Source: an optimization exercise on an open RTL-to-GDS flow (aim: small area and a short achievable clock period). Production flows keep margins and buffers that such runs may drop. Only simulation tests tie the RTL to the original design; equivalence was not proved. No run shown here takes its clock network from TritonCTS; it comes from the design's own scripts or RTL. No driver is modelled on the clock port, so clock power and skew are understated where the tree is cut down; a real chip needs a root buffer or a tree. Power is estimated from default activity; no workload was simulated.

==> design/flow/design.v <==
module cmpshift(clk,a,b,ge_m,lt_x,ex,mx,my,sg,sx);
input clk;
input [31:0] a,b;
input ge_m,lt_x;
output reg [7:0] ex;
output reg [22:0] mx;
output reg [23:0] my;
output reg sg,sx;
wire [7:0] e1 = a[30:23];
wire [7:0] e2 = b[30:23];
wire [7:0] emax = lt_x ? e2 : e1;
wire [7:0] emin = lt_x ? e1 : e2;
wire [7:0] diff = emax - emin;
wire [23:0] ms = ge_m ? {1'b1,b[22:0]} : {1'b1,a[22:0]};
wire big = (|diff[7:5]) | (diff[4] & diff[3]);
wire [23:0] sh = ms >> diff[4:0];
always @(posedge clk) begin
  ex <= emax + 8'h81;
  mx <= lt_x ? b[22:0] : a[22:0];
  my <= big ? 24'd0 : sh;
  sg <= lt_x ? b[31] : a[31];
  sx <= a[31] ^ b[31];
end
endmodule
module faddsub(clk,ex,mx,my,sg,sx,t,ex_o,sg_o);
input clk;
input [7:0] ex;
input [22:0] mx;
input [23:0] my;
input sg,sx;
output reg [23:0] t;
output reg [7:0] ex_o;
output reg sg_o;
wire [24:0] sum = {2'b01,mx} + {1'b0,my};
wire neg = sum[24] & sx;
reg [24:0] low;
integer i;
always @* begin
  low[0] = 1'b0;
  for (i = 1; i < 25; i = i + 1)
    low[i] = low[i-1] | sum[i-1];
end
wire [24:0] m = sum ^ ({25{neg}} & low);
always @(posedge clk) begin
  t <= m[24:1];
  ex_o <= ex;
  sg_o <= sg ^ neg;
end
endmodule
module buffer2(clk,t,ex,sg,q);
input clk;
input [23:0] t;
input [7:0] ex;
input sg;
output reg [31:0] q;
wire [7:0] h = t[23:16];
wire [2:0] lz;
assign lz[2] = ~|h[7:4];
assign lz[1] = lz[2] ? ~|h[3:2] : ~|h[7:6];
assign lz[0] = lz[2] ? (lz[1] ? ~h[1] : ~h[3]) : (lz[1] ? ~h[5] : ~h[7]);
wire [23:0] tn = t << lz;
always @(posedge clk)
  q <= {sg, ex - {5'd0,lz}, tn[22:0]};
endmodule
module normalized(clk,t,ex,sg,t_o,ex_o,sg_o);
input clk;
input [23:0] t;
input [7:0] ex;
input sg;
output reg [23:0] t_o;
output reg [7:0] ex_o;
output reg sg_o;
wire z16 = ~|t[23:8];
wire [23:0] t1 = z16 ? {t[7:0],16'd0} : t;
wire z8 = ~|t1[23:16];
wire [23:0] t2 = z8 ? {t1[15:0],8'd0} : t1;
always @(posedge clk) begin
  t_o <= t2;
  ex_o <= {ex[7:3] - {3'd0,z16,z8}, ex[2:0]};
  sg_o <= sg;
end
endmodule
module fpadd(a,b,clk,out);
input [31:0] a,b;
input clk;
output [31:0] out;
reg [31:0] ra, rb;
reg ge_m, lt_x;
always @(posedge clk) begin
  ra <= a;
  rb <= b;
  ge_m <= a[30:23] >= b[30:23];
  lt_x <= a[30:23] < b[30:23];
end
wire [7:0] ex2;
wire [22:0] mx2;
wire [23:0] my2;
wire sg2, sx2;
cmpshift u_cmp(.clk(clk), .a(ra), .b(rb), .ge_m(ge_m), .lt_x(lt_x), .ex(ex2), .mx(mx2), .my(my2), .sg(sg2), .sx(sx2));
wire [23:0] t3;
wire [7:0] ex3;
wire sg3;
faddsub u_add(.clk(clk), .ex(ex2), .mx(mx2), .my(my2), .sg(sg2), .sx(sx2), .t(t3), .ex_o(ex3), .sg_o(sg3));
wire [23:0] t4;
wire [7:0] ex4;
wire sg4;
normalized u_norm(.clk(clk), .t(t3), .ex(ex3), .sg(sg3), .t_o(t4), .ex_o(ex4), .sg_o(sg4));
buffer2 u_out(.clk(clk), .t(t4), .ex(ex4), .sg(sg4), .q(out));
endmodule
==> design/flow/flow/run.sh <==
#!/bin/bash
# Standard ORFS layout with three changes: plain buffers (not delay cells)
# on the ports; a two-level inverter clock tree in place of TritonCTS
# (flow/cts_hook.tcl); and timing repair asked to leave more setup slack
# than the clock needs, so that it buffers and sizes the slowest paths.
set -euo pipefail
here=$(pwd)
export BUFFER_PORTS_ARGS="-buffer_cell sky130_fd_sc_hd__buf_2"
export SETUP_SLACK_MARGIN=9.65
export PRE_CTS_TCL=$here/flow/cts_hook.tcl
export MANTREE_LEAVES=10
bash standard.sh > standard.log 2>&1
==> design/flow/flow/cts_hook.tcl <==
# Sourced by ORFS's cts.tcl before it builds the clock tree: replaces
# TritonCTS with a two-level inverter tree (mantree.tcl), which has less
# insertion delay on a design this small.
source [file join [file dirname [info script]] mantree.tcl]
rename clock_tree_synthesis _tritoncts
proc clock_tree_synthesis {args} {
  mantree_build $::env(MANTREE_LEAVES) sky130_fd_sc_hd__clkinv_8 sky130_fd_sc_hd__clkinv_16
  global_connect
  set_propagated_clock [all_clocks]
}
==> design/flow/flow/mantree.tcl <==
# Build a two-level clock tree: one root buffer driving K leaf buffers,
# each leaf driving the flip-flops of one k-means cluster.
proc mantree_build {K leafcell rootcell} {
  set db [ord::get_db]
  set block [ord::get_db_block]
  set clknet [$block findNet clk]
  set sinks {}
  set xs {}; set ys {}
  foreach it [$clknet getITerms] {
    set inst [$it getInst]
    set bb [$inst getBBox]
    lappend sinks $it
    lappend xs [expr {([$bb xMin] + [$bb xMax]) / 2.0}]
    lappend ys [expr {([$bb yMin] + [$bb yMax]) / 2.0}]
  }
  set n [llength $sinks]
  # k-means, seeded by sorting along x then y in strips
  set idx [lsort -integer -command [list apply {{xs a b} {expr {[lindex $xs $a] < [lindex $xs $b] ? -1 : 1}}} $xs] [lrange [list_range $n] 0 end]]
  set cx {}; set cy {}
  for {set k 0} {$k < $K} {incr k} {
    set i [lindex $idx [expr {int(($k + 0.5) * $n / $K)}]]
    lappend cx [lindex $xs $i]; lappend cy [lindex $ys $i]
  }
  set cap [expr {int(ceil(1.0 * $n / $K)) + 2}]
  for {set iter 0} {$iter < 30} {incr iter} {
    # balanced assignment: greedy by distance with capacity
    set pairs {}
    for {set i 0} {$i < $n} {incr i} {
      for {set k 0} {$k < $K} {incr k} {
        set d [expr {abs([lindex $xs $i] - [lindex $cx $k]) + abs([lindex $ys $i] - [lindex $cy $k])}]
        lappend pairs [list $d $i $k]
      }
    }
    set pairs [lsort -real -index 0 $pairs]
    set asg [lrepeat $n -1]
    set cnt [lrepeat $K 0]
    foreach p $pairs {
      lassign $p d i k
      if {[lindex $asg $i] >= 0} continue
      if {[lindex $cnt $k] >= $cap} continue
      lset asg $i $k
      lset cnt $k [expr {[lindex $cnt $k] + 1}]
    }
    set sx [lrepeat $K 0.0]; set sy [lrepeat $K 0.0]
    for {set i 0} {$i < $n} {incr i} {
      set k [lindex $asg $i]
      lset sx $k [expr {[lindex $sx $k] + [lindex $xs $i]}]
      lset sy $k [expr {[lindex $sy $k] + [lindex $ys $i]}]
    }
    for {set k 0} {$k < $K} {incr k} {
      if {[lindex $cnt $k] > 0} {
        lset cx $k [expr {[lindex $sx $k] / [lindex $cnt $k]}]
        lset cy $k [expr {[lindex $sy $k] / [lindex $cnt $k]}]
      }
    }
  }
  set leafm [$db findMaster $leafcell]
  set rootm [$db findMaster $rootcell]
  # root at the centroid of the leaves
  set rx 0.0; set ry 0.0
  for {set k 0} {$k < $K} {incr k} { set rx [expr {$rx + [lindex $cx $k]}]; set ry [expr {$ry + [lindex $cy $k]}] }
  set rx [expr {int($rx / $K)}]; set ry [expr {int($ry / $K)}]
  set root [odb::dbInst_create $block $rootm "clkroot"]
  $root setLocation $rx $ry
  $root setPlacementStatus PLACED
  set rnet [odb::dbNet_create $block "clknet_root"]
  $rnet setSigType CLOCK
  set leafnets {}
  for {set k 0} {$k < $K} {incr k} {
    set b [odb::dbInst_create $block $leafm "clkleaf_$k"]
    $b setLocation [expr {int([lindex $cx $k])}] [expr {int([lindex $cy $k])}]
    $b setPlacementStatus PLACED
    set ln [odb::dbNet_create $block "clknet_leaf_$k"]
    $ln setSigType CLOCK
    [$b findITerm A] connect $rnet
    [mantree_out $b] connect $ln
    lappend leafnets $ln
  }
  for {set i 0} {$i < $n} {incr i} {
    set it [lindex $sinks $i]
    $it disconnect
    $it connect [lindex $leafnets [lindex $asg $i]]
  }
  [$root findITerm A] connect $clknet
  [mantree_out $root] connect $rnet
  puts "mantree: $n sinks, $K leaves, counts $cnt"
}
proc list_range {n} { set l {}; for {set i 0} {$i < $n} {incr i} { lappend l $i }; return $l }
proc mantree_out {inst} {
  set it [$inst findITerm X]
  if {$it eq "NULL" || $it eq ""} { set it [$inst findITerm Y] }
  return $it
}
==> design/flow/standard.sh <==
#!/bin/bash
# synth_recipe.tcl (not shown) runs the flow's synth.tcl, then flattens the netlist and writes it again
# the make line also repeats each setting of config.mk as NAME=value (left out here)
make -C /OpenROAD-flow-scripts/flow DESIGN_CONFIG=/design/flow/config.mk WORK_HOME=/design/flow/orfs CLKGATE_MAP_FILE= SYNTH_SCRIPT=/design/flow/synth_recipe.tcl "${@:-finish}"
==> design/flow/config.mk <==
export PLATFORM = sky130hd
export DESIGN_NAME = fpadd
export DESIGN_NICKNAME = fpadd
export VERILOG_FILES = /design/flow/design.v
export SDC_FILE = /design/flow/constraint.sdc
export NUM_CORES = 4
export LEC_CHECK = 0
export ABC_AREA = 0
export CAP_MARGIN = 20
export CORE_MARGIN = 2
export CORE_UTILIZATION = 60
export CTS_CLUSTER_DIAMETER = 150
export CTS_CLUSTER_SIZE = 24
export PLACE_DENSITY = 0.7
export SLEW_MARGIN = 20
==> design/flow/constraint.sdc <==
create_clock -name core_clock -period 13.0 [get_ports {clk}]
set_input_delay 2.6000 -clock core_clock [delete_from_list [all_inputs] [get_ports {clk}]]
set_output_delay 2.6000 -clock core_clock [all_outputs]
set_load 0.01 [all_outputs]
==> results of run 1 <==
-- synthesized netlist by cell type (3+ instances only) --
master,instances
sky130_fd_sc_hd__mux2i_1,72
sky130_fd_sc_hd__nand2b_1,8
sky130_fd_sc_hd__inv_1,36
sky130_fd_sc_hd__o21a_1,7
sky130_fd_sc_hd__nand3_1,23
sky130_fd_sc_hd__clkbuf_1,28
sky130_fd_sc_hd__buf_1,12
sky130_fd_sc_hd__dfxtp_1,221
sky130_fd_sc_hd__and3_1,5
sky130_fd_sc_hd__o21ai_0,41
sky130_fd_sc_hd__nor2_1,68
sky130_fd_sc_hd__or4_1,6
sky130_fd_sc_hd__ha_1,43
sky130_fd_sc_hd__a211o_1,3
sky130_fd_sc_hd__and2_1,4
sky130_fd_sc_hd__a31oi_1,10
sky130_fd_sc_hd__o211ai_1,5
sky130_fd_sc_hd__nand4_1,3
sky130_fd_sc_hd__a21oi_1,47
sky130_fd_sc_hd__nor4_1,5
sky130_fd_sc_hd__a221o_1,9
sky130_fd_sc_hd__mux2_2,39
sky130_fd_sc_hd__xnor2_1,42
sky130_fd_sc_hd__o21ai_1,4
sky130_fd_sc_hd__fa_1,4
sky130_fd_sc_hd__mux4_2,14
sky130_fd_sc_hd__and4_1,4
sky130_fd_sc_hd__nor2b_1,17
sky130_fd_sc_hd__o31ai_1,6
sky130_fd_sc_hd__or3_1,3
sky130_fd_sc_hd__o21bai_1,3
sky130_fd_sc_hd__nor3_1,23
sky130_fd_sc_hd__a211oi_1,11
sky130_fd_sc_hd__xor2_1,21
sky130_fd_sc_hd__nand2_1,116
sky130_fd_sc_hd__a21o_1,18
-- layer usage --
layer / part of all wire / wire length (microns) / track usage / vias to the layer above
met5: 0 / 0 / 0 / -
met4: 0.028 / 557 / 0.0615 / 0
met3: 0.036 / 718 / 0.0129 / 38
met2: 0.50 / 9950 / 0.409 / 147
met1: 0.43 / 8490 / 0.266 / 3342
li1: - / - / - / 3796
-- cell type report --
cell class / count / share of cell area
multi-input combinational: 725 / 0.494
timing repair buffer: 116 / 0.0622
tap: 220 / 0.0241
sequential: 221 / 0.389
inverter: 49 / 0.0305
-- power by group --
part | internal [mW] | total, mW | switching, mW
sequential | 0.840 | 0.934 | 0.0937
clock | 0.0364 | 0.255 | 0.219
combinational | 0.380 | 0.867 | 0.487
-- timing repair --
| action | in CTS | in global routing |
|---|---|---|
| hold buffers | 0 | 0 |
| resized for setup | 16 | 52 |
| buffers inserted | 3 | 6 |
| setup endpoints to repair | 50 | 37 |
| pin swaps | 10 | 13 |
-- sequential cells by signal, summed over array words and instances (netlist names), 8 cells and up --
register,cells
ra,32
u_out.q,32
rb,32
u_cmp.my,24
u_cmp.ex,8
u_norm.t_o,24
u_add.ex_o,8
u_add.t,24
u_cmp.mx,23
u_norm.ex_o,8
-- per-stage QoR --
step           cells  hold slack (ns)  worst slack (ns)   util
2_1_floorplan   1025            0.310              9.37      -
6_report        1331            0.334              9.45  0.690
3_5_place_dp    1311            0.312              8.98  0.655
4_1_cts         1325            0.335              9.42  0.673
3_3_place_gp    1311            0.310              9.09  0.655
5_1_grt         1331            0.339              9.37  0.690
-- logic make-up after synthesis --
| family | Yosys count |
|---|---|
| buf+inv | 79 |
| mux | 125 |
| compound gates | 188 |
| flops | 221 |
| xor+xnor | 63 |
| fa+ha+maj | 47 |
| simple gates | 302 |
-- worst max-delay path: stages --
cell,delay [ns]
sky130_fd_sc_hd__buf_12,0.11
sky130_fd_sc_hd__inv_12,0.04
sky130_fd_sc_hd__ha_4,0.18
sky130_fd_sc_hd__nor2b_4,0.12
sky130_fd_sc_hd__o21ai_1,0.12
sky130_fd_sc_hd__nand2b_1,0.10
sky130_fd_sc_hd__a21oi_2,0.13
sky130_fd_sc_hd__nor2_1,0.06
sky130_fd_sc_hd__a211oi_2,0.16
sky130_fd_sc_hd__o21ai_1,0.10
-- final timing paths --
path / from / end / slack [ns] / cells past startpoint
worst max-delay path: b[24] / ge_m / 9.45 / 10
worst min-delay path: u_norm.sg_o / u_out.q[31] / 0.33 / 0
worst max register to register: u_cmp.mx[0] / u_add.t[22] / 9.71 / 11
worst min register to register: u_norm.sg_o / u_out.q[31] / 0.33 / 0
==> notes.md, run 1 <==
- The class of the tightest hold or removal check is reg -> reg.
- The final non-filler cell area is 11400 sq um.
- During I/O placement, the number of pins put on the boundary was 97.
- The worst clock skew is 0.0248 ns.
- The total routing resource utilization after global routing is 0.216.
- Of the total synthesized cell area, the portion taken by XOR and XNOR cells is 0.0547.
- Counting distinct cell types in the post-synthesis netlist gives 70.
- The number of nets handed over by synthesis was 1137.
- The layout-stage area growth over the synthesis result is 13.1%.
- The clock-pin slew of the registers on the worst-case setup and hold paths is 0.10 ns.
- Max-cap violations in this run came to 0.
- The data arrival time of the critical path is 3.71 ns.
- The placeable core region is 16500 sq um.
- The remaining antenna violation count is 0.
- The worst setup path is launched from a primary input.
- The Yosys step of the flow raised 5 warnings.
- The count of pins over their slew limit is 0.
- The number of cells produced by synthesis is 1025.
- The post-synthesis compound-gate area fraction was 0.126.
- The critical path is of the in -> reg type.
- The number of buffer cells added on primary ports is 96.
- The row count is 47.
- The largest total area in the synthesized netlist belongs to sky130_fd_sc_hd__dfxtp_1.
- The design draws 2.06 mW.
- The repair_antennas step left the layout with diodes totalling 0.
- The fraction of layout cells with a size suffix above 1 is 0.214.
- The upper clock frequency limit is 281 MHz.
- The count of fill cells added during filler insertion is 1392.
- The slew of the pin with the lowest slew margin is 0.695 ns.
- After detailed routing, the number of vias per cell comes to 5.50.
- The library cells used most frequently in the layout, excluding fill and tap cells, are 214 x sky130_fd_sc_hd__dfxtp_1, 116 x sky130_fd_sc_hd__nand2_1, 91 x sky130_fd_sc_hd__buf_2, 71 x sky130_fd_sc_hd__mux2i_1, 66 x sky130_fd_sc_hd__nor2_1.
- Yosys mapped a number of flops with a built-in enable equal to 0.
- In the post-synthesis netlist, the biggest area contributors are sky130_fd_sc_hd__dfxtp_1 44%, sky130_fd_sc_hd__mux2i_1 7.2%, sky130_fd_sc_hd__ha_1 5.3%, sky130_fd_sc_hd__mux2_2 4.4%, sky130_fd_sc_hd__nand2_1 4.3%.
- Entering global routing, the biggest net connects 30 pins.
- Routability-driven placement finished with a final weighted congestion of 0.952.
- The detailed-route wire length is 19.7 mm.
- The area of the multi-input gates is 5630 sq um.
- Detailed placement ended at an HPWL of 15.2 mm.
- The minimum period implied by the final worst setup slack is 3.55 ns.
- Averaged over all synthesized cells, the footprint is 9.83 sq um.
- The first global-routing pass estimated 32.4 mm of wire.
- The floorplan step set the die height to 134 microns.
- The number of global-route vias before repair came to 6974.
- The total of flip-flops plus latches after synthesis is 221.
- The mapped netlist covers 10100 sq um.
- The worst pin sits at a relative slew slack of 0.533.
- The post-synthesis share of cell area spent on full adders, half adders and majority gates is 0.0613.
- After detailed routing, the average wire length per cell comes to 14.8 microns.
- The detailed-routing iteration count for the pre-antenna-repair pass is 5.
- The floorplan step defined a die boundary enclosing 17900 sq um.
- The area share of the largest cell type after synthesis is 0.439.
- The portion of synthesized area spent on multiplexers is 0.146.
- The peak supply drop is 0.000134 V.
- The commonest register cell after synthesis is sky130_fd_sc_hd__dfxtp_1.
- Setup repair after global routing could not meet its margin everywhere.
- The initial cell density of the core is 0.610.
- The share of the Yosys chip area taken by registers is 0.439.
- The final count of negative-setup-slack endpoints is 0.
- The placed instances occupy a cell area of 10800 sq um.
- The final period utilization is 0.273.
- In the final timing run, aggregate negative setup slack is 0 ns.
- The kind of capture point of the worst setup path is a register.
- The maximum fanout count along the critical path is 2.
- The area occupied by registers is 4440 sq um.
- The final hold violation count is 0.
- The flow ran to the end and the layout has no timing, DRC or antenna violations.
- The ratio of total power to cell area is 180 nW/um^2.
- The clock insertion delay at the later pin of the skew report is 0.27 ns.
- For this run, asynchronously set or reset flops after synthesis account for 0.
- Summed over all cells, the static leakage comes to 4.98 nW.
- Leaving out fill and tap cells, the most frequent cell in the layout is sky130_fd_sc_hd__dfxtp_1.
- For this run, design rule violations remaining after detail routing come to 0.
- The initial DRC count is 271.
- After synthesis, the largest family of logic cells by area is multiplexers.
- The total via count in the routed design is 7323.
- Measured along the x axis, the die boundary spans 134 microns.
- The total global routing overflow is 0.
- The data required time at the worst endpoint is 13.16 ns.
- The number of antenna violations at the first check in global routing came to 0.
- The area share of and/or/nand/nor cells after synthesis is 0.143.
- The final layout contains 1225 nets.
==> inputs of run 2 (changes only) <==
--- a/design/flow/config.mk
+++ b/design/flow/config.mk
@@ -6,5 +6,5 @@
 export NUM_CORES = 4
 export LEC_CHECK = 0
-export ABC_AREA = 0
+export ABC_AREA = 1
 export CAP_MARGIN = 20
 export CORE_MARGIN = 2
==> notes.md, run 2 <==
- The detailed-placement wirelength estimate is 15.9 mm (+4.5%).
- The placeable core region is 16000 sq um (-3.2%).
- The data required time at the worst endpoint is 10.40 ns (-2.76 ns).
- The run finished with no timing, DRC or antenna violations.
- The share of the yosys chip area belonging to registers is 0.448 (+0.00884).
- The data arrival time of the critical path is 0.73 ns (-2.98 ns).
- The clock-pin slew of the registers on the worst-case setup and hold paths is 0.10 ns (about the same).
- The post-synthesis share of cell area spent on full adders, half adders and majority gates is 0.0626 (+0.00123).
- The number of remaining DRC errors was 0 (unchanged).
- The pin count of the biggest net entering global routing is 42 (+40%).
- The average vias per placed instance came to 5.12 (-7.0%).
- The signal on the critical path passes through buf_2.
- The worst clock skew came to 0.0218 ns (-0.00296 ns).
- The final period utilization is 0.256 (-0.0174).
- The leading area contributor after synthesis is sky130_fd_sc_hd__dfxtp_1.
- The slew of the pin with the lowest slew margin is 0.655 ns (-0.0401 ns).
- The number of global-route vias before repair was 7097 (+1.8%).
- Leaving out fill and tap cells, the most frequent cell in the layout is sky130_fd_sc_hd__nand2_1.
- The number of buffer cells added on primary ports came to 96 (unchanged).
- The largest delay contributor family on the critical path is flip-flops.
- The number of diodes added for antenna fixing was 0 (unchanged).
- The final hold violation count is 0 (unchanged).
- The max-cap check violation count is 0 (unchanged).
- The commonest cells after synthesis are 290 x sky130_fd_sc_hd__nand2_1, 221 x sky130_fd_sc_hd__dfxtp_1, 151 x sky130_fd_sc_hd__o21ai_0.
- The initial cell density of the core is 0.617 (+0.00755).
- The full die area is 17500 sq um (-1.9%).
- The ratio of total power to cell area came to 175 nW/um^2 (-2.8%).
- The placed cell count is 1504 (+15%).
- The fraction of layout cells with a size suffix above 1 came to 0.152 (-0.0621).
- The number of antenna violations at the first check in global routing is 0 (unchanged).
- The remaining antenna violation count is 0 (unchanged).
- Ranked by total cell area, the synthesized netlist is headed by sky130_fd_sc_hd__dfxtp_1 45%, sky130_fd_sc_hd__nand2_1 11%, sky130_fd_sc_hd__o21ai_0 7.6%, sky130_fd_sc_hd__ha_1 5.4%, sky130_fd_sc_hd__inv_1 4.7%.
- The mean routed wirelength per cell is 13.6 microns (-8.5%).
- The final net count was 1422 (+16%).
- The area share of and/or/nand/nor cells after synthesis is 0.197 (+0.0535).
- The post-layout instance count excluding filler cells is 1524 (+15%).
- The detailed-route wire length came to 20.7 mm (+4.7%).
- The library cells used most frequently in the layout, excluding fill and tap cells, are 283 x sky130_fd_sc_hd__nand2_1, 209 x sky130_fd_sc_hd__dfxtp_1, 148 x sky130_fd_sc_hd__o21ai_0, 118 x sky130_fd_sc_hd__inv_1, 88 x sky130_fd_sc_hd__buf_2.
- The highest-delay cell along the critical path is sky130_fd_sc_hd__dfxtp_1.
- The total buffers and inverters traversed by the critical path is 1 (-1).
- In the final layout, the registers with the most flip-flops are ra: 32 flops, rb: 32 flops, u_out.q: 32 flops.
- The count of pins over their slew limit is 0 (unchanged).
- The area share of the largest cell type after synthesis is 0.448 (+0.00884).
- The count of distinct cell types in the synthesized netlist is 53 (-24%).
- The per-instance average area after synthesis was 8.01 sq um (-19%).
- The detailed-routing iteration count for the pre-antenna-repair pass is 5 (unchanged).
- The setup slack of the worst register-to-register path is 9.77 ns (+0.06 ns).
- The initial DRC count is 481 (+77%).
- The total via count in the routed design came to 7802 (+6.5%).
- The fraction of synthesized area in multiplexers is 0.0355 (-0.111).
- Setup repair after global routing could not meet its margin everywhere.
- The post-synthesis compound-gate area fraction came to 0.134 (+0.00760).
- The xor and xnor fraction of the mapped netlist area is 0.0550 (+0.000216).
- The total routing resource utilization after global routing came to 0.225 (+0.00878).
- The number of cells produced by synthesis came to 1233 (+20%).
- The clock insertion delay at the later pin of the skew report was 0.28 ns (about the same).
- The die height is 132 microns (-0.96%).
- The minimum period implied by the final worst setup slack is 3.33 ns (-0.226 ns).
- After synthesis, the largest family of logic cells by area is simple AND/OR/NAND/NOR gates.
- The final count of negative-setup-slack endpoints is 0 (unchanged).
- The total negative setup slack is 0 ns (unchanged).
- The most numerous cell in the Yosys netlist is sky130_fd_sc_hd__nand2_1.
- The post-synth net total is 1345 (+18%).
- The row count was 46 (-2.1%).
- The peak supply drop is 0.000141 V (+4.5%).
- The count of fill cells added during filler insertion came to 1383 (-0.65%).
- The area of the multi-input gates was 4910 sq um (-13%).
- The upper clock frequency limit is 300 MHz (+6.8%).
- The critical path class is reg -> out.
- The post-synthesis async set-or-reset flop share is 0 (unchanged).
- The wire length of the first global-routing pass was 33.4 mm (+3.3%).
- The fraction of the core area covered by cells at the end of the flow is 0.688 (-0.00210).
- The max-slew headroom at the worst pin is 0.559 (+0.0264).
- The delay of the slowest cell on the worst path is 0.33 ns (+0.15 ns).
- The maximum fanout count along the critical path is 1 (-1).
- The number of top-level pins is 97 (unchanged).
- The worst setup path is launched from a register.
- The min-delay analysis places its worst path in the category reg -> reg.
- The static power due to leakage is 5.25 nW (+5.4%).
- The die extent in x is 132 microns (-0.96%).
- The total of flip-flops plus latches after synthesis is 221 (unchanged).
- The warning count from the yosys run is 5 (unchanged).
- The number of flops mapped to enable cells by yosys came to 0 (unchanged).
- The commonest register cell after synthesis is sky130_fd_sc_hd__dfxtp_1.
- The cell area after synthesis is 9880 sq um (-2.0%).
- The kind of capture point of the worst setup path is an output port.
- The layout-stage area growth over the synthesis result is 11.4%.
- The total global routing overflow is 0 (unchanged).
- The area occupied by registers is 4440 sq um (+0.14%).
- The routability congestion estimate from global placement is 0.883 (-7.2%).
[run 2: worst paths after layout]
kind,end,cells after the start,from
setup / recovery,out[29],1,u_out.q[29]
hold / removal,u_out.q[31],0,u_norm.sg_o
setup reg to reg,u_cmp.my[1],11,lt_x
hold reg to reg,u_out.q[31],0,u_norm.sg_o
[run 2: repair_timing]
action / in CTS / in global routing
gates resized for setup: 26 / 28
hold buffers: 0 / 0
setup buffers: 2 / 5
pin swaps: 0 / 5
gates cloned: 1 / 1
setup endpoints to repair: 64 / 56
[run 2: kinds of logic after synthesis]
family          count (synthesis)
simple gates                  451
compound gates                243
flops                         221
buf+inv                       177
xor+xnor                       59
fa+ha+maj                      47
mux                            35
[run 2: final cells by class]
cell class,count,area share
tap,216,0.0246
timing repair inverter,2,0.000909
multi-input combinational,835,0.447
sequential,221,0.404
inverter,144,0.0673
timing repair buffer,106,0.0572
[run 2: power by group]
| part | switching, mW | internal [mW] |
|---|---|---|
| Combinational | 0.478 | 0.290 |
| Clock | 0.226 | 0.0364 |
| Sequential | 0.0707 | 0.828 |
[run 2: stage by stage]
step	worst slack, ns	hold WS, ns	cell area (sq um)	total power [mW]
6_report	9.67	0.325	11000	1.93
5_1_grt	9.55	0.326	11000	2.07
4_1_cts	9.65	0.328	10900	1.91
3_5_place_dp	8.69	0.312	10500	1.63
3_3_place_gp	8.80	0.310	10500	1.63
2_1_floorplan	9.64	0.310	9950	1.43
[run 2: layer usage]
layer | track usage | wire length, microns | vias to the layer above
met4 | 0.0621 | 525 | 0
li1 | - | - | 4150
met3 | 0.0219 | 649 | 32
met2 | 0.389 | 9710 | 138
met5 | 0 | 0 | -
met1 | 0.302 | 9770 | 3482
==> inputs of run 3 (changes only) <==
==> design/flow/flow/run.sh (replaced) <==
#!/bin/bash
# Standard ORFS layout with three changes: plain buffers (not delay cells)
# on the ports (flow/place_hook.tcl); a two-level inverter clock tree in
# place of TritonCTS (flow/cts_hook.tcl); and timing repair asked to leave
# more setup slack than the clock needs, so that it buffers and sizes the
# slowest paths.
set -euo pipefail
here=$(pwd)
export PRE_GLOBAL_PLACE_TCL=$here/flow/place_hook.tcl
export SETUP_SLACK_MARGIN=9.65
export PRE_CTS_TCL=$here/flow/cts_hook.tcl
export MANTREE_LEAVES=10
bash standard.sh > standard.log 2>&1
==> design/flow/flow/place_hook.tcl (new file) <==
# Sourced by ORFS's global_place.tcl before it buffers the ports: inputs
# get the smallest buffer, outputs a buffer that drives the port load well.
rename buffer_ports _orfs_buffer_ports
proc buffer_ports {args} {
  _orfs_buffer_ports -inputs -buffer_cell sky130_fd_sc_hd__buf_1
  _orfs_buffer_ports -outputs -buffer_cell sky130_fd_sc_hd__buf_2
}
--- a/design/flow/config.mk
+++ b/design/flow/config.mk
@@ -9,7 +9,5 @@
 export CAP_MARGIN = 20
 export CORE_MARGIN = 2
-export CORE_UTILIZATION = 60
-export CTS_CLUSTER_DIAMETER = 150
-export CTS_CLUSTER_SIZE = 24
-export PLACE_DENSITY = 0.7
+export CORE_UTILIZATION = 70
+export PLACE_DENSITY = 0.8
 export SLEW_MARGIN = 20
==> notes.md, run 3 <==
- The largest registers in the layout are ra: 32 flops, rb: 32 flops, u_out.q: 32 flops.
- The final hold violation count came to 0 (unchanged).
- The static power due to leakage is 5.12 nW (-2.4%).
- The total via count in the routed design is 8054 (+3.2%).
- The pin count of the biggest net entering global routing was 42 (unchanged).
- The die height came to 123 microns (-7.2%).
- The number of diodes added for antenna fixing is 0 (unchanged).
- The worst clock skew is 0.0268 ns (+0.00498 ns).
- The count of fill cells added during filler insertion is 985 (-29%).
- The wire length of the first global-routing pass is 33.3 mm (-0.50%).
- The total buffers and inverters traversed by the critical path is 1 (unchanged).
- The count of pins over their slew limit came to 0 (unchanged).
- The total of flip-flops plus latches after synthesis was 221 (unchanged).
- The worst setup path is captured at an output port.
- The initial cell density of the core is 0.715 (+0.0971).
- The number of flops mapped to enable cells by yosys is 0 (unchanged).
- The most numerous cell in the Yosys netlist is sky130_fd_sc_hd__nand2_1.
- The total routing resource utilization after global routing is 0.271 (+0.0460).
- The cell area after synthesis is 9880 sq um (unchanged).
- The layout-stage area growth over the synthesis result is 10.7%.
- The post-synth net total came to 1345 (unchanged).
- The worst setup path is launched from a register.
- The upper clock frequency limit is 300 MHz (-0.27%).
- The routed length on met2 is 10.8 mm (+11%).
- Among all stages on the critical path, the largest delay is contributed by sky130_fd_sc_hd__dfxtp_2.
- The total global routing overflow is 0 (unchanged).
- The mean routed wirelength per cell is 14.6 microns (+7.5%).
- The detailed-routing iteration count for the pre-antenna-repair pass came to 5 (unchanged).
- The maximum fanout count along the critical path is 1 (unchanged).
- The final net count is 1422 (unchanged).
- The number of buffers inserted for hold repair after clock tree synthesis is 0 (unchanged).
- The critical path goes through buf_6.
- The critical path class is reg -> out.
- The row count is 43 (-6.5%).
- The number of remaining DRC errors was 0 (unchanged).
- The number of global-route vias before repair is 7246 (+2.1%).
- The most frequent standard cell in the layout excluding fill and tap cells is sky130_fd_sc_hd__nand2_1.
- The average vias per placed instance came to 5.41 (+5.7%).
- The clock insertion delay at the later pin of the skew report is 0.28 ns (about the same).
- The number of top-level pins was 97 (unchanged).
- Setup repair after global routing could not meet its margin everywhere.
- The number of cells produced by synthesis came to 1233 (unchanged).
- The post-placement cell area is 10400 sq um (-1.2%).
- The slew of the pin with the lowest slew margin is 0.659 ns (+0.00435 ns).
- The per-instance average area after synthesis is 8.01 sq um (unchanged).
- The final period utilization is 0.257 (+0.000681).
- The die extent in x was 123 microns (-7.2%).
- The placeable core region came to 13800 sq um (-14%).
- The remaining antenna violation count was 0 (unchanged).
- The minimum period implied by the final worst setup slack was 3.34 ns (+0.00885 ns).
- The routability congestion estimate from global placement is 0.927 (+5.0%).
- The ratio of total power to cell area came to 178 nW/um^2 (+1.3%).
- The commonest register cell after synthesis is sky130_fd_sc_hd__dfxtp_1.
- The final non-filler cell area is 10900 sq um (-0.61%).
- The full die area is 15100 sq um (-14%).
- The share of the yosys chip area belonging to registers is 0.448 (unchanged).
- Sorting the synthesized cells by area gives the leading types as sky130_fd_sc_hd__dfxtp_1 45%, sky130_fd_sc_hd__nand2_1 11%, sky130_fd_sc_hd__o21ai_0 7.6%, sky130_fd_sc_hd__ha_1 5.4%, sky130_fd_sc_hd__inv_1 4.7%.
- The kind of cell with the highest combined delay along the critical path is flip-flops.
- Ranked by instance count, the synthesized netlist is headed by 290 x sky130_fd_sc_hd__nand2_1, 221 x sky130_fd_sc_hd__dfxtp_1, 151 x sky130_fd_sc_hd__o21ai_0.
- The post-synthesis async set-or-reset flop share is 0 (unchanged).
- The clock-pin slew of the registers on the worst-case setup and hold paths came to 0.10 ns (about the same).
- The fraction of layout cells with a size suffix above 1 is 0.110 (-0.0420).
- The delay of the slowest cell on the worst path came to 0.34 ns (about the same).
- The area share of the largest cell type after synthesis is 0.448 (unchanged).
- The highest metal layer carrying signal wires in the routed design is met4.
- The detailed-route wire length came to 21.7 mm (+4.9%).
- The detailed route wirelength on metal3 came to 915 microns (+41%).
- The max-cap check violation count was 0 (unchanged).
- The number of antenna violations at the first check in global routing is 0 (unchanged).
- The data arrival time of the critical path is 0.74 ns (about the same).
- The max-slew headroom at the worst pin is 0.556 (-0.00293).
- The peak supply drop is 0.000139 V (-1.4%).
- The detailed-placement wirelength estimate came to 16.0 mm (+0.76%).
- The number of buffer cells added on primary ports is 96 (unchanged).
- The count of distinct cell types in the synthesized netlist is 53 (unchanged).
- The post-route met1 wirelength is 9.33 mm (-4.5%).
- The leading area contributor after synthesis is sky130_fd_sc_hd__dfxtp_1.
- The initial DRC count is 692 (+44%).
- The run finished with no timing, DRC or antenna violations.
- The total negative setup slack is 0 ns (unchanged).
- The library cells used most frequently in the layout, excluding fill and tap cells, are 283 x sky130_fd_sc_hd__nand2_1, 211 x sky130_fd_sc_hd__dfxtp_1, 145 x sky130_fd_sc_hd__o21ai_0, 117 x sky130_fd_sc_hd__inv_1, 72 x sky130_fd_sc_hd__nor2_1.
- The warning count from the yosys run is 5 (unchanged).
- The worst hold path belongs to the class reg -> reg.
- The data required time at the worst endpoint was 10.40 ns (about the same).
- The final count of negative-setup-slack endpoints is 0 (unchanged).
==> run 3: layer usage <==
layer	track usage	up-vias
li1	-	4136
met1	0.344	3662
met2	0.498	213
met3	0.0228	43
met4	0.0647	0
met5	0	-
==> run 3: power by group <==
part | switching, mW | internal [mW] | leakage (nW) | total [mW]
clock | 0.226 | 0.0364 | 0.0803 | 0.262
combinational | 0.485 | 0.293 | 3.19 | 0.778
sequential | 0.0742 | 0.828 | 1.85 | 0.902
total | 0.785 | 1.16 | 5.12 | 1.94
==> run 3: per-stage QoR <==
stage / power, mW / util / std cells / hold slack (ns) / setup WS [ns]
after floorplan: 1.43 / - / 1233 / 0.310 / 9.64
after global placement: 1.62 / 0.753 / 1468 / 0.310 / 8.76
after detailed placement: 1.63 / 0.753 / 1468 / 0.313 / 8.51
after CTS: 1.89 / 0.775 / 1483 / 0.332 / 9.65
after global routing: 2.07 / 0.791 / 1488 / 0.336 / 9.59
final: 1.94 / 0.791 / 1488 / 0.333 / 9.66
==> run 3: final timing paths <==
kind                     to  slack [ns]           from  cells after the start
max                 out[31]        9.66    u_out.q[31]                      1
min          u_norm.ex_o[0]        0.33  u_add.ex_o[0]                      0
max reg2reg     u_add.t[23]        9.87    u_cmp.mx[0]                     18
min reg2reg  u_norm.ex_o[0]        0.33  u_add.ex_o[0]                      0
==> run 3: what timing repair did <==
action,in CTS,in global routing
cloned,1,0
endpoints found under the setup margin,62,50
gates resized for setup,23,49
buffers inserted,3,5
pin swaps,0,8
==> run 3: cell families after synthesis <==
| family | after synthesis | share of synthesized area |
|---|---|---|
| simple gates | 451 | 0.197 |
| buf+inv | 177 | 0.0690 |
| mux | 35 | 0.0355 |
| fa+ha+maj | 47 | 0.0626 |
| xor+xnor | 59 | 0.0550 |
| compound gates | 243 | 0.134 |
| flops | 221 | 0.448 |
==> run 3: layout make-up <==
class                   count  area [sq um]  area share
multi-input cells         835          4950       0.453
flip-flops and latches    221          4440       0.406
inverters                 144           738      0.0675
repair buffers            107           581      0.0531
well taps                 180           225      0.0206
repair inverters            1          5.00    0.000458
==> inputs of run 4 (changes only) <==
--- a/design/flow/config.mk
+++ b/design/flow/config.mk
@@ -9,5 +9,5 @@
 export CAP_MARGIN = 20
 export CORE_MARGIN = 2
-export CORE_UTILIZATION = 70
-export PLACE_DENSITY = 0.8
+export CORE_UTILIZATION = 60
+export PLACE_DENSITY = 0.7
 export SLEW_MARGIN = 20
==> notes.md, run 4 <==
- The slew of the pin with the lowest slew margin is 0.679 ns (+0.0196 ns).
- The most frequent standard cell in the layout excluding fill and tap cells is sky130_fd_sc_hd__nand2_1.
- The number of buffer cells added on primary ports is 96 (unchanged).
- The cell area after synthesis is 9880 sq um (unchanged).
- Sorting the synthesized cells by area gives the leading types as sky130_fd_sc_hd__dfxtp_1 45%, sky130_fd_sc_hd__nand2_1 11%, sky130_fd_sc_hd__o21ai_0 7.6%, sky130_fd_sc_hd__ha_1 5.4%, sky130_fd_sc_hd__inv_1 4.7%.
- The post-synthesis share of cell area spent on full adders, half adders and majority gates is 0.0626 (unchanged).
- The post-synthesis compound-gate area fraction is 0.134 (unchanged).
- The count of fill cells added during filler insertion is 1430 (+45%).
- The reg-to-reg critical path endpoint is u_out.q[29].
- The first element of the critical path is u_out.q[23].
- The count of pins over their slew limit is 0 (unchanged).
- The startpoint identified for the worst register-to-register timing path is u_norm.t_o[19].
- The per-instance average area after synthesis was 8.01 sq um (unchanged).
- Leaving out fill and tap cells, the most frequent cells in the layout are 284 x sky130_fd_sc_hd__nand2_1, 212 x sky130_fd_sc_hd__dfxtp_1, 146 x sky130_fd_sc_hd__o21ai_0, 119 x sky130_fd_sc_hd__inv_1, 72 x sky130_fd_sc_hd__nor2_1.
- The total buffers and inverters traversed by the critical path was 1 (unchanged).
- The number of buffers inserted for hold repair after clock tree synthesis came to 0 (unchanged).
- The startpoint of the most critical hold path is u_add.ex_o[0].
- The number of diodes added for antenna fixing came to 0 (unchanged).
- The detailed-placement wirelength estimate came to 16.1 mm (+0.20%).
- The total via count in the routed design is 7748 (-3.8%).
- The run finished with no timing, DRC or antenna violations.
- The initial DRC count is 483 (-30%).
- The number of cells produced by synthesis came to 1233 (unchanged).
- The wire length of the first global-routing pass was 32.8 mm (-1.3%).
- The final count of negative-setup-slack endpoints is 0 (unchanged).
- The type of origin of the critical path is a register.
- The warning count from the yosys run is 5 (unchanged).
- The critical path depth in cells came to 1 (unchanged).
- The worst clock skew is 0.0167 ns (-0.0101 ns).
- The static power due to leakage is 5.08 nW (-0.77%).
- The worst setup path is captured at an output port.
- The average vias per placed instance came to 5.10 (-5.8%).
- The post-synth net total is 1345 (unchanged).
- The data required time at the worst endpoint came to 10.40 ns (about the same).
- The area of the multi-input gates is 4910 sq um (-0.88%).
- In the synthesized netlist, the cells that appear most often are 290 x sky130_fd_sc_hd__nand2_1, 221 x sky130_fd_sc_hd__dfxtp_1, 151 x sky130_fd_sc_hd__o21ai_0.
- The detailed-route wire length was 20.5 mm (-5.3%).
- The peak supply drop is 0.000127 V (-8.1%).
- The area occupied by registers was 4440 sq um (about the same).
- The max-cap check violation count is 0 (unchanged).
- The upper clock frequency limit was 301 MHz (+0.51%).
- Setup repair after global routing could not meet its margin everywhere.
- The max-slew headroom at the worst pin came to 0.543 (-0.0132).
- The delay of the slowest cell on the worst path came to 0.34 ns (about the same).
- The share of the yosys chip area belonging to registers is 0.448 (unchanged).
- The number of global-route vias before repair is 7016 (-3.2%).
- In the synthesized netlist the dominant register cell turns out to be sky130_fd_sc_hd__dfxtp_1.
- The area share of and/or/nand/nor cells after synthesis came to 0.197 (unchanged).
- The minimum period implied by the final worst setup slack was 3.32 ns (-0.0170 ns).
- The data arrival time of the critical path came to 0.72 ns (-0.02 ns).
- The final hold violation count is 0 (unchanged).
- The clock-pin slew of the registers on the worst-case setup and hold paths is 0.09 ns (about the same).
- The layout-stage area growth over the synthesis result is 10.1%.
- The area share of the largest cell type after synthesis is 0.448 (unchanged).
- The class of the tightest hold or removal check is reg -> reg.
- The row count is 46 (+7.0%).
- The total of flip-flops plus latches after synthesis is 221 (unchanged).
- The count of distinct cell types in the synthesized netlist is 53 (unchanged).
- The placeable core region was 16000 sq um (+16%).
- The setup slack of the worst register-to-register path is 9.85 ns (-0.02 ns).
- The clock insertion delay at the later pin of the skew report is 0.28 ns (about the same).
- The detailed-routing iteration count for the pre-antenna-repair pass is 5 (unchanged).
- The mean routed wirelength per cell is 13.5 microns (-7.3%).
- The initial cell density of the core is 0.617 (-0.0971).
- After synthesis, the largest family of logic cells by area is simple AND/OR/NAND/NOR gates.
- The die extent in x is 132 microns (+7.8%).
- The final non-filler cell area is 10900 sq um (-0.55%).
- The number of flops mapped to enable cells by yosys is 0 (unchanged).
- The final net count came to 1418 (-0.28%).
- The most numerous cell in the Yosys netlist is sky130_fd_sc_hd__nand2_1.
- The total routing resource utilization after global routing is 0.223 (-0.0488).
- The signal on the critical path passes through buf_6.
- The fraction of layout cells with a size suffix above 1 is 0.0989 (-0.0112).
- The xor and xnor fraction of the mapped netlist area came to 0.0550 (unchanged).
- The total negative setup slack is 0 ns (unchanged).
- The destination of the critical timing path is out[23].
- Among cell families on the critical path, the largest total delay comes from flip-flops.
- The remaining antenna violation count is 0 (unchanged).
- The full die area is 17500 sq um (+16%).
- The fraction of synthesized area in multiplexers is 0.0355 (unchanged).
- The number of top-level pins is 97 (unchanged).
- The post-synthesis async set-or-reset flop share is 0 (unchanged).
- The number of antenna violations at the first check in global routing is 0 (unchanged).
- The final period utilization is 0.255 (-0.00131).
- For this design, the slowest cell found on the critical path is sky130_fd_sc_hd__dfxtp_2.
- The routability congestion estimate from global placement is 0.861 (-7.1%).
- The maximum fanout count along the critical path is 1 (unchanged).
- The synthesized design spends more area on one cell type than any other, namely sky130_fd_sc_hd__dfxtp_1.
- The post-placement cell area was 10500 sq um (+0.43%).
- The fraction of the core area covered by cells at the end of the flow is 0.680 (-0.111).
- The critical path class is reg -> out.
- The cell depth of the worst flop-to-flop path came to 13 (-5).
- The ratio of total power to cell area is 176 nW/um^2 (-1.1%).
- The number of remaining DRC errors is 0 (unchanged).
- The largest registers in the layout are ra: 32 flops, rb: 32 flops, u_out.q: 32 flops.
- The total global routing overflow is 0 (unchanged).
- The die height is 132 microns (+7.8%).
- The pin count of the biggest net entering global routing is 42 (unchanged).
run 4: worst min path at each step:
stage,cells after the start,endpoint,slack [ns]
floorplan,0,u_add.ex_o[0],0.31
global placement,0,u_out.q[31],0.31
detailed placement,0,u_add.ex_o[2],0.31
CTS,0,u_norm.ex_o[0],0.33
global route,0,u_norm.ex_o[0],0.33
finish,0,u_norm.ex_o[0],0.33
run 4: logic make-up (layout without fill, tap and decap cells):
group / after synthesis / after routing
and+or+nand+nor: 451 / 451
buffers and inverters: 177 / 248
AOI/OAI and AO/OA: 243 / 243
xor gates and xnor gates: 59 / 59
adders and majority gates: 47 / 47
muxes: 35 / 35
DFF: 221 / 221
run 4: where the power goes:
group | total (mW) | switching, mW | internal [mW]
Sequential | 0.897 | 0.0704 | 0.827
Clock | 0.261 | 0.225 | 0.0364
Combinational | 0.753 | 0.471 | 0.282
Total | 1.91 | 0.767 | 1.14
run 4: through the flow:
step	setup WS, ns	power, mW	cells	hold slack [ns]
floorplan	9.64	1.43	1233	0.310
global placement	8.79	1.62	1504	0.310
detailed placement	8.59	1.63	1504	0.312
CTS	9.62	1.90	1517	0.329
global route	9.54	2.05	1520	0.333
finish	9.68	1.91	1520	0.328
run 4: routing by layer:
metal	vias to the layer above	track usage	share of wire
met5	-	0	0
met4	0	0.0472	0.022
met3	25	0.0250	0.043
met2	166	0.395	0.47
met1	3425	0.292	0.46
li1	4132	-	-
run 4: layout make-up:
cell class / instances / area share
inverter: 144 / 0.0669
tap: 216 / 0.0248
sequential: 221 / 0.408
timing repair buffer: 103 / 0.0488
multi-input combinational: 835 / 0.451
timing repair inverter: 1 / 0.000460
run 4: repair_timing:
| item | in CTS | in global routing |
|---|---|---|
| resized for setup | 22 | 31 |
| endpoints found under the setup margin | 61 | 52 |
| pin swaps | 0 | 5 |
| gates cloned | 1 | 0 |
| setup buffers | 1 | 3 |
==> inputs of run 5 (changes only) <==
--- a/design/flow/flow/run.sh
+++ b/design/flow/flow/run.sh
@@ -8,5 +8,5 @@
 here=$(pwd)
 export PRE_GLOBAL_PLACE_TCL=$here/flow/place_hook.tcl
-export SETUP_SLACK_MARGIN=9.65
+export SETUP_SLACK_MARGIN=9.7
 export PRE_CTS_TCL=$here/flow/cts_hook.tcl
 export MANTREE_LEAVES=10
==> notes.md, run 5 <==
- The total of flip-flops plus latches after synthesis is 221 (unchanged).
- The number of top-level pins is 97 (unchanged).
- The wire length of the first global-routing pass came to 33.4 mm (+1.6%).
- The maximum fanout count along the critical path is 1 (unchanged).
- The number of remaining DRC errors is 0 (unchanged).
- The total negative setup slack was 0 ns (unchanged).
- The number of flops mapped to enable cells by yosys was 0 (unchanged).
- The commonest cells after synthesis are 290 x sky130_fd_sc_hd__nand2_1, 221 x sky130_fd_sc_hd__dfxtp_1, 151 x sky130_fd_sc_hd__o21ai_0.
- The full die area is 17500 sq um (unchanged).
- The minimum period implied by the final worst setup slack is 3.34 ns (+0.0170 ns).
- The clock insertion delay at the later pin of the skew report is 0.28 ns (about the same).
- The die height is 132 microns (unchanged).
- The data arrival time of the critical path is 0.74 ns (+0.02 ns).
- The delay of the slowest cell on the worst path is 0.33 ns (about the same).
- The total routing resource utilization after global routing is 0.225 (+0.00248).
- The signal on the critical path passes through buf_2.
- The worst clock skew is 0.0216 ns (+0.00489 ns).
- In this run the most critical hold path is launched from u_cmp.ex[7].
- The post-layout instance count excluding filler cells was 1530 (+0.66%).
- The area occupied by registers is 4440 sq um (about the same).
- The worst setup path is captured at an output port.
- The number of diodes added for antenna fixing is 0 (unchanged).
- The highest-delay cell along the critical path is sky130_fd_sc_hd__dfxtp_1.
- The worst setup path is of the reg -> out kind.
- The number of antenna violations at the first check in global routing was 0 (unchanged).
- The routability congestion estimate from global placement came to 0.915 (+6.2%).
- The initial DRC count is 471 (-2.5%).
- The post-synthesis async set-or-reset flop share came to 0 (unchanged).
- The area of the multi-input gates is 5060 sq um (+3.1%).
- The total global routing overflow is 0 (unchanged).
- The average vias per placed instance is 5.17 (+1.4%).
- The mean routed wirelength per cell was 13.6 microns (+0.40%).
- The library cell used most frequently in the layout, excluding fill and tap cells, is sky130_fd_sc_hd__nand2_1.
- The fraction of layout cells with a size suffix above 1 was 0.131 (+0.0320).
- The cell area after synthesis was 9880 sq um (unchanged).
- The worst hold path belongs to the class reg -> reg.
- By area the synthesized netlist is led by sky130_fd_sc_hd__dfxtp_1 45%, sky130_fd_sc_hd__nand2_1 11%, sky130_fd_sc_hd__o21ai_0 7.6%, sky130_fd_sc_hd__ha_1 5.4%, sky130_fd_sc_hd__inv_1 4.7%.
- The share of the yosys chip area belonging to registers was 0.448 (unchanged).
- The final count of negative-setup-slack endpoints came to 0 (unchanged).
- The number of cells produced by synthesis came to 1233 (unchanged).
- The die extent in x is 132 microns (unchanged).
- The initial cell density of the core came to 0.617 (unchanged).
- The number of buffers inserted for hold repair after clock tree synthesis came to 0 (unchanged).
- The count of cells along the worst hold path came to 0 (unchanged).
- Setup repair after global routing could not meet its margin everywhere.
- The number of global-route vias before repair is 7129 (+1.6%).
- The count of fill cells added during filler insertion is 1361 (-4.8%).
- The cell depth of the worst flop-to-flop path is 13 (unchanged).
- The post-layout total power came to 1.97 mW (+3.2%).
- The flow ran to the end and the layout has no timing, DRC or antenna violations.
- The peak supply drop was 0.000138 V (+8.1%).
- The total via count in the routed design came to 7906 (+2.0%).
- The slew of the pin with the lowest slew margin was 0.718 ns (+0.0394 ns).
- The ratio of total power to cell area is 176 nW/um^2 (about the same).
- The post-synth net total is 1345 (unchanged).
- The most numerous cell in the Yosys netlist is sky130_fd_sc_hd__nand2_1.
- In this design, the largest share of critical-path delay is due to flip-flops.
- The clock-pin slew of the registers on the worst-case setup and hold paths is 0.10 ns (about the same).
- For this run, the leading register cell type out of synthesis is sky130_fd_sc_hd__dfxtp_1.
- The top cell types in the final layout, fill and taps aside, are 281 x sky130_fd_sc_hd__nand2_1, 207 x sky130_fd_sc_hd__dfxtp_1, 142 x sky130_fd_sc_hd__o21ai_0, 114 x sky130_fd_sc_hd__inv_1, 72 x sky130_fd_sc_hd__nor2_1.
- The final hold violation count is 0 (unchanged).
- The final net count was 1428 (+0.71%).
- The largest registers in the layout are ra: 32 flops, rb: 32 flops, u_out.q: 32 flops.
- The per-instance average area after synthesis came to 8.01 sq um (unchanged).
- The total buffers and inverters traversed by the critical path is 1 (unchanged).
- The area share of the largest cell type after synthesis is 0.448 (unchanged).
- The final period utilization came to 0.257 (+0.00131).
- The number of buffer cells added on primary ports was 96 (unchanged).
- The layout-stage area growth over the synthesis result is 13.6%.
- The type of origin of the critical path is a register.
- For hold timing, the worst endpoint is u_add.ex_o[7].
- The detailed-routing iteration count for the pre-antenna-repair pass is 6 (+1).
- The max-cap check violation count is 0 (unchanged).
- The placed cell count is 1505 (+0.066%).
- The row count was 46 (unchanged).
- The warning count from the yosys run came to 5 (unchanged).
- The remaining antenna violation count is 0 (unchanged).
- The max-slew headroom at the worst pin is 0.516 (-0.0265).
- The launching point of the worst reg2reg path is u_norm.t_o[19].
- The pin count of the biggest net entering global routing is 66 (+57%).
- The detailed-placement wirelength estimate is 15.7 mm (-2.5%).
- The upper clock frequency limit is 300 MHz (-0.51%).
- The count of distinct cell types in the synthesized netlist is 53 (unchanged).
- The endpoint identified for the worst register-to-register timing path is u_out.q[29].
- The static power due to leakage came to 5.18 nW (+2.0%).
- The leading area contributor after synthesis is sky130_fd_sc_hd__dfxtp_1.
- The setup slack of the worst register-to-register path was 9.88 ns (+0.03 ns).
- The detailed-route wire length was 20.7 mm (+1.1%).
- The count of pins over their slew limit is 0 (unchanged).
- The placeable core region came to 16000 sq um (unchanged).
- The data required time at the worst endpoint is 10.40 ns (about the same).
-- run 5: what timing repair did --
| item | 4_1_cts | 5_1_grt |
|---|---|---|
| buffers inserted | 3 | 8 |
| pin swaps | 1 | 19 |
| gates resized for setup | 40 | 69 |
| setup endpoints to repair | 91 | 81 |
| endpoints found under the hold margin | 0 | 0 |
| gates cloned | 2 | 1 |
-- run 5: how the worst max path moves through the flow --
stage	endpoint	from	cells after the start
CTS	out[0]	u_out.q[0]	1
global route	out[25]	u_out.q[25]	1
global placement	u_out.q[30]	u_norm.t_o[21]	15
floorplan	ge_m	b[24]	7
finish	out[25]	u_out.q[25]	1
detailed placement	u_out.q[30]	u_norm.t_o[21]	13
-- run 5: cells by family after synthesis --
family,synth area share
mux,0.0355
xor+xnor,0.0550
buf+inv,0.0690
fa+ha+maj,0.0626
compound gates,0.134
flops,0.448
simple gates,0.197
-- run 5: layer usage --
metal  track usage  up-vias  part of all wire
li1              -     4155                 -
met1         0.308     3521              0.45
met2         0.391      193              0.48
met3        0.0208       37             0.047
met4        0.0442        0             0.024
met5             0        -                 0
-- run 5: power by group --
group / leakage [nW] / switching (mW) / internal [mW]
Sequential: 1.85 / 0.0684 / 0.828
Clock: 0.0803 / 0.229 / 0.0365
Combinational: 3.25 / 0.497 / 0.314
Total: 5.18 / 0.795 / 1.18
-- run 5: final cells by class --
cell class	count	share of cell area
Inverter	144	0.0660
Timing Repair Buffer	112	0.0621
Timing Repair inverter	2	0.000892
Sequential cell	221	0.396
Tap cell	216	0.0241
Multi-Input combinational cell	835	0.451
-- run 5: stage by stage --
step           hold WS, ns   util  worst slack, ns  cell area, sq um
2_1_floorplan        0.310      -             9.64              9980
3_3_place_gp         0.310  0.656             8.75             10500
3_5_place_dp         0.312  0.656             8.68             10500
4_1_cts              0.315  0.678             9.65             10800
5_1_grt              0.318  0.701             9.61             11200
6_report             0.311  0.701             9.66             11200
==> inputs of run 6 (changes only) <==
--- a/design/flow/flow/run.sh
+++ b/design/flow/flow/run.sh
@@ -8,5 +8,5 @@
 here=$(pwd)
 export PRE_GLOBAL_PLACE_TCL=$here/flow/place_hook.tcl
-export SETUP_SLACK_MARGIN=9.7
+export SETUP_SLACK_MARGIN=9.55
 export PRE_CTS_TCL=$here/flow/cts_hook.tcl
 export MANTREE_LEAVES=10
==> notes.md, run 6 <==
- The wire length of the first global-routing pass is 33.6 mm (+0.76%).
- The number of flops mapped to enable cells by yosys is 0 (unchanged).
- The final period utilization was 0.259 (+0.00218).
- The most numerous cell in the Yosys netlist is sky130_fd_sc_hd__nand2_1.
- The per-instance average area after synthesis is 8.01 sq um (unchanged).
- The critical path class is reg -> out.
- Grouping stages by cell kind, the critical path spends the most delay in flip-flops.
- The final non-filler cell area is 10800 sq um (-4.1%).
- The fraction of the core area covered by cells at the end of the flow is 0.672 (-0.0291).
- The delay of the slowest cell on the worst path is 0.35 ns (+0.02 ns).
- The signal on the critical path passes through buf_2.
- The data required time at the worst endpoint came to 10.40 ns (about the same).
- The warning count from the yosys run is 5 (unchanged).
- By count the netlist is led by 290 x sky130_fd_sc_hd__nand2_1, 221 x sky130_fd_sc_hd__dfxtp_1, 151 x sky130_fd_sc_hd__o21ai_0.
- The kind of capture point of the worst setup path is an output port.
- The fraction of layout cells with a size suffix above 1 was 0.0820 (-0.0489).
- The post-synth net total is 1345 (unchanged).
- The area share of the largest cell type after synthesis is 0.448 (unchanged).
- The final hold violation count is 0 (unchanged).
- The layout-stage area growth over the synthesis result is 8.87%.
- The class of the tightest hold or removal check is reg -> reg.
- The max-slew headroom at the worst pin is 0.513 (-0.00279).
- The type of origin of the critical path is a register.
- The number of remaining DRC errors is 0 (unchanged).
- The total of flip-flops plus latches after synthesis is 221 (unchanged).
- The worst clock skew is 0.0360 ns (+0.0145 ns).
- The maximum fanout count along the critical path was 1 (unchanged).
- The total buffers and inverters traversed by the critical path came to 1 (unchanged).
- The cell depth of the worst flop-to-flop path was 12 (-1).
- The cell area after synthesis is 9880 sq um (unchanged).
- The final worst slack was 9.63 ns (-0.0284 ns).
- The routability congestion estimate from global placement came to 0.881 (-3.7%).
- The number of diodes added for antenna fixing is 0 (unchanged).
- The biggest area contributor in the post-synthesis netlist is sky130_fd_sc_hd__dfxtp_1.
- The number of antenna violations at the first check in global routing is 0 (unchanged).
- The total via count in the routed design is 7758 (-1.9%).
- The placeable core region was 16000 sq um (unchanged).
- The average vias per placed instance was 5.10 (-1.3%).
- The initial DRC count is 441 (-6.4%).
- The largest registers in the layout are ra: 32 flops, rb: 32 flops, u_out.q: 32 flops.
- The number of top-level pins is 97 (unchanged).
- The clock insertion delay at the later pin of the skew report was 0.28 ns (about the same).
- The run finished with no timing, DRC or antenna violations.
- The mean routed wirelength per cell is 13.5 microns (-0.38%).
- The post-placement cell area is 10400 sq um (-0.83%).
- The pin count of the biggest net entering global routing is 42 (-36%).
- The critical path depth in cells is 1 (unchanged).
- The commonest register cell after synthesis is sky130_fd_sc_hd__dfxtp_1.
- The detailed-route wire length is 20.5 mm (-0.96%).
- The count of distinct cell types in the synthesized netlist was 53 (unchanged).
- The final count of negative-setup-slack endpoints was 0 (unchanged).
- The full die area is 17500 sq um (unchanged).
- The number of global-route vias before repair is 7133 (+0.056%).
- The slew of the pin with the lowest slew margin was 0.722 ns (+0.00414 ns).
- Among all stages on the critical path, the largest delay is contributed by sky130_fd_sc_hd__dfxtp_1.
- The die extent in x is 132 microns (unchanged).
- The total routing resource utilization after global routing is 0.228 (+0.00298).
- The number of buffer cells added on primary ports came to 96 (unchanged).
- The peak supply drop was 0.000108 V (-22%).
- The upper clock frequency limit is 297 MHz (-0.84%).
- The detailed-placement wirelength estimate is 16.2 mm (+3.3%).
- The final net count came to 1419 (-0.63%).
- Ranked by total cell area, the synthesized netlist is headed by sky130_fd_sc_hd__dfxtp_1 45%, sky130_fd_sc_hd__nand2_1 11%, sky130_fd_sc_hd__o21ai_0 7.6%, sky130_fd_sc_hd__ha_1 5.4%, sky130_fd_sc_hd__inv_1 4.7%.
- The max-cap check violation count was 0 (unchanged).
- The share of the yosys chip area belonging to registers came to 0.448 (unchanged).
- The row count is 46 (unchanged).
- The data arrival time of the critical path is 0.77 ns (+0.03 ns).
- The initial cell density of the core came to 0.617 (unchanged).
- The post-synthesis async set-or-reset flop share is 0 (unchanged).
- In the layout the commonest cells are 286 x sky130_fd_sc_hd__nand2_1, 220 x sky130_fd_sc_hd__dfxtp_1, 147 x sky130_fd_sc_hd__o21ai_0, 121 x sky130_fd_sc_hd__inv_1, 73 x sky130_fd_sc_hd__nor2_1.
- The post-place setup slack is 8.58 ns (-0.0990 ns).
- The ratio of total power to cell area was 176 nW/um^2 (+0.28%).
- The minimum period implied by the final worst setup slack is 3.37 ns (+0.0284 ns).
- The detailed-routing iteration count for the pre-antenna-repair pass is 5 (-1).
- Setup repair after global routing left no endpoint under its margin.
- The number of cells produced by synthesis is 1233 (unchanged).
- The total negative setup slack is 0 ns (unchanged).
- The final hold slack came to 0.334 ns (+0.0226 ns).
- The most frequent standard cell in the layout excluding fill and tap cells is sky130_fd_sc_hd__nand2_1.
- The clock-pin slew of the registers on the worst-case setup and hold paths is 0.10 ns (about the same).
- The count of pins over their slew limit is 0 (unchanged).
- The count of cells along the worst hold path is 0 (unchanged).
- The remaining antenna violation count is 0 (unchanged).
- The static power due to leakage is 5.05 nW (-2.6%).
- The die height is 132 microns (unchanged).
- The total global routing overflow was 0 (unchanged).
-- run 6: worst paths after layout --
check / slack, ns / startpoint / to
hold / removal: 0.33 / u_cmp.ex[4] / u_add.ex_o[4]
setup / recovery: 9.63 / u_out.q[3] / out[3]
hold reg to reg: 0.33 / u_cmp.ex[4] / u_add.ex_o[4]
setup reg to reg: 9.83 / u_add.t[17] / u_norm.ex_o[5]
-- run 6: cells by family (layout without fill, tap and decap cells) --
group	Yosys count	count (layout)	share of synthesized area
multiplexers	35	35	0.0355
flip-flops	221	221	0.448
AO/OA/AOI/OAI	243	243	0.134
XOR/XNOR	59	59	0.0550
buffers and inverters	177	249	0.0690
AND/OR/NAND/NOR	451	451	0.197
adder cells (fa/ha/maj)	47	47	0.0626
-- run 6: what timing repair did --
action | in CTS | in global routing
setup endpoints to repair | 56 | 32
hold buffers | 0 | 0
endpoints found under the hold margin | 0 | 0
cloned | 1 | 0
setup buffers | 1 | 2
resized for setup | 12 | 15
pin swaps | 0 | 1
-- run 6: where the power goes --
part           internal [mW]  switching [mW]  total [mW]
Combinational          0.272           0.468       0.740
Sequential             0.825          0.0690       0.894
Clock                 0.0364           0.227       0.263
Total                   1.13           0.764        1.90
-- run 6: through the flow --
step                power (mW)  instances
global route              2.04       1521
global placement          1.62       1506
detailed placement        1.63       1506
CTS                       1.90       1519
finish                    1.90       1521
floorplan                 1.43       1233
-- run 6: final cells by class --
type	count	area (sq um)
Fill cell	1458	5250
Tap cell	216	270
Timing Repair Buffer	104	488
Timing Repair inverter	1	5.00
Multi-Input combinational cell	835	4850
Inverter	144	716
Sequential cell	221	4430
-- run 6: layer usage --
| layer | vias up | GRT usage | part of all wire |
|---|---|---|---|
| li1 | 4143 | - | - |
| met1 | 3473 | 0.307 | 0.47 |
| met2 | 121 | 0.398 | 0.48 |
| met3 | 21 | 0.0254 | 0.035 |
| met4 | 0 | 0.0460 | 0.017 |
| met5 | - | 0 | 0 |
==> inputs of run 7 (changes only) <==
--- a/design/flow/flow/run.sh
+++ b/design/flow/flow/run.sh
@@ -8,5 +8,5 @@
 here=$(pwd)
 export PRE_GLOBAL_PLACE_TCL=$here/flow/place_hook.tcl
-export SETUP_SLACK_MARGIN=9.55
+export SETUP_SLACK_MARGIN=9.5
 export PRE_CTS_TCL=$here/flow/cts_hook.tcl
 export MANTREE_LEAVES=10
==> notes.md, run 7 <==
- The run finished with no timing, DRC or antenna violations.
- The clock insertion delay at the later pin of the skew report was 0.29 ns (about the same).
- The max-slew headroom at the worst pin came to 0.502 (-0.0118).
- The slew of the pin with the lowest slew margin is 0.740 ns (+0.0175 ns).
- The area share of the largest cell type after synthesis is 0.448 (unchanged).
- The type of origin of the critical path is a primary input.
- The total buffers and inverters traversed by the critical path came to 2 (+1).
- The post-synthesis async set-or-reset flop share is 0 (unchanged).
- The final hold violation count is 0 (unchanged).
- The count of distinct cell types in the synthesized netlist is 53 (unchanged).
- The minimum period implied by the final worst setup slack was 3.35 ns (-0.0112 ns).
- The total of flip-flops plus latches after synthesis is 221 (unchanged).
- The clock-pin slew of the registers on the worst-case setup and hold paths is 0.10 ns (about the same).
- The fraction of synthesized area in multiplexers is 0.0355 (unchanged).
- The library cell used most frequently in the layout, excluding fill and tap cells, is sky130_fd_sc_hd__nand2_1.
- The pin count of the biggest net entering global routing is 42 (unchanged).
- The delay of the slowest cell on the worst path was 0.30 ns (-0.05 ns).
- The number of buffer cells added on primary ports is 96 (unchanged).
- The upper clock frequency limit is 298 MHz (+0.33%).
- The detailed-routing iteration count for the pre-antenna-repair pass was 5 (unchanged).
- The post-synthesis compound-gate area fraction is 0.134 (unchanged).
- The mean routed wirelength per cell is 13.5 microns (about the same).
- The cell area after synthesis is 9880 sq um (unchanged).
- The placed cell count was 1505 (-0.066%).
- The largest individual stage delay along the critical path comes from the cell sky130_fd_sc_hd__ha_1.
- The average vias per placed instance is 5.09 (-0.13%).
- The maximum fanout count along the critical path is 2 (+1).
- The worst clock skew was 0.0391 ns (+0.00305 ns).
- The static power due to leakage is 5.03 nW (-0.37%).
- The area share of and/or/nand/nor cells after synthesis came to 0.197 (unchanged).
- The final hold slack is 0.335 ns (+0.00131 ns).
- The number of top-level pins is 97 (unchanged).
- The post-route met1 wirelength was 9.49 mm (-1.4%).
- The number of antenna violations at the first check in global routing came to 0 (unchanged).
-- run 7: cell count changes in the layout (fill, tap and decap cells not counted), moves of 2 or more --
cell,change
sky130_fd_sc_hd__clkinv_1,-2
sky130_fd_sc_hd__clkinvlp_4,+3
sky130_fd_sc_hd__o21ai_0,+3
sky130_fd_sc_hd__o21ai_1,-3
-- run 7: worst register-to-register path, stage by stage, from the launching register on --
cell	delay (ns)
sky130_fd_sc_hd__dfxtp_4	0.42
sky130_fd_sc_hd__o21ai_0	0.49
sky130_fd_sc_hd__ha_1	0.33
sky130_fd_sc_hd__nand2_1	0.07
sky130_fd_sc_hd__nand2_1	0.05
sky130_fd_sc_hd__a21oi_1	0.13
sky130_fd_sc_hd__inv_1	0.06
sky130_fd_sc_hd__or2_2	0.26
sky130_fd_sc_hd__nand2_1	0.07
sky130_fd_sc_hd__buf_4	0.30
sky130_fd_sc_hd__clkinvlp_4	0.38
sky130_fd_sc_hd__a221oi_1	0.35
sky130_fd_sc_hd__a211o_1	0.14
sky130_fd_sc_hd__a21oi_1	0.06
-- run 7: final cells by class --
class / count / area, sq um / share of cell area
well taps: 216 / 270 / 0.0252
repair buffers: 103 / 480 / 0.0448
inverters: 144 / 726 / 0.0676
repair inverters: 1 / 5.00 / 0.000466
multi-input cells: 835 / 4830 / 0.450
flip-flops and latches: 221 / 4430 / 0.412
-- run 7: what timing repair did --
item / in CTS / in global routing
resized for setup: 11 / 12
setup endpoints to repair: 56 / 31
gates cloned: 0 / 1
buffers inserted: 1 / 2
-- run 7: power breakdown --
| group | total [mW] | internal [mW] | switching, mW |
|---|---|---|---|
| clock network | 0.265 | 0.0364 | 0.229 |
| registers | 0.894 | 0.825 | 0.0695 |
| logic | 0.737 | 0.271 | 0.466 |
-- run 7: worst max-delay path by stage --
| stage | start | endpoint | slack (ns) | depth (start not counted) |
|---|---|---|---|---|
| after floorplan | b[26] | ge_m | 9.54 | 7 |
| after global placement | u_norm.t_o[21] | u_out.q[30] | 8.77 | 15 |
| after detailed placement | u_norm.t_o[21] | u_out.q[30] | 8.61 | 15 |
| after CTS | u_norm.t_o[23] | u_out.q[29] | 9.54 | 11 |
| after global routing | lt_x | u_cmp.my[15] | 9.50 | 16 |
| final | b[24] | ge_m | 9.65 | 8 |
-- run 7: routing by layer --
| layer | track usage | up-vias |
|---|---|---|
| met2 | 0.402 | 160 |
| li1 | - | 4131 |
| met1 | 0.300 | 3423 |
| met3 | 0.0196 | 29 |
| met5 | 0 | - |
| met4 | 0.0514 | 0 |
-- run 7: per-stage QoR --
step / total power, mW / instance area (sq um) / setup WS [ns]
after floorplan: 1.43 / 9890 / 9.54
after global placement: 1.62 / 10400 / 8.77
after detailed placement: 1.63 / 10400 / 8.61
after CTS: 1.90 / 10700 / 9.54
after global routing: 2.03 / 10700 / 9.50
final: 1.90 / 10700 / 9.65
-- run 7: cells by family after synthesis --
logic type               after synthesis
flip-flops                           221
buffers and inverters                177
adder cells (fa/ha/maj)               47
XOR/XNOR                              59
AO/OA/AOI/OAI                        243
multiplexers                          35
AND/OR/NAND/NOR                      451

Re-timed with assumed drivers on the ports (clkbuf_16 on the clock, buf_2 on other inputs), run 7 has 9.571 ns of setup slack against 9.645 ns with ideal ports, and 9.354 ns once port delays also move by the mid clock arrival of 0.345 ns.
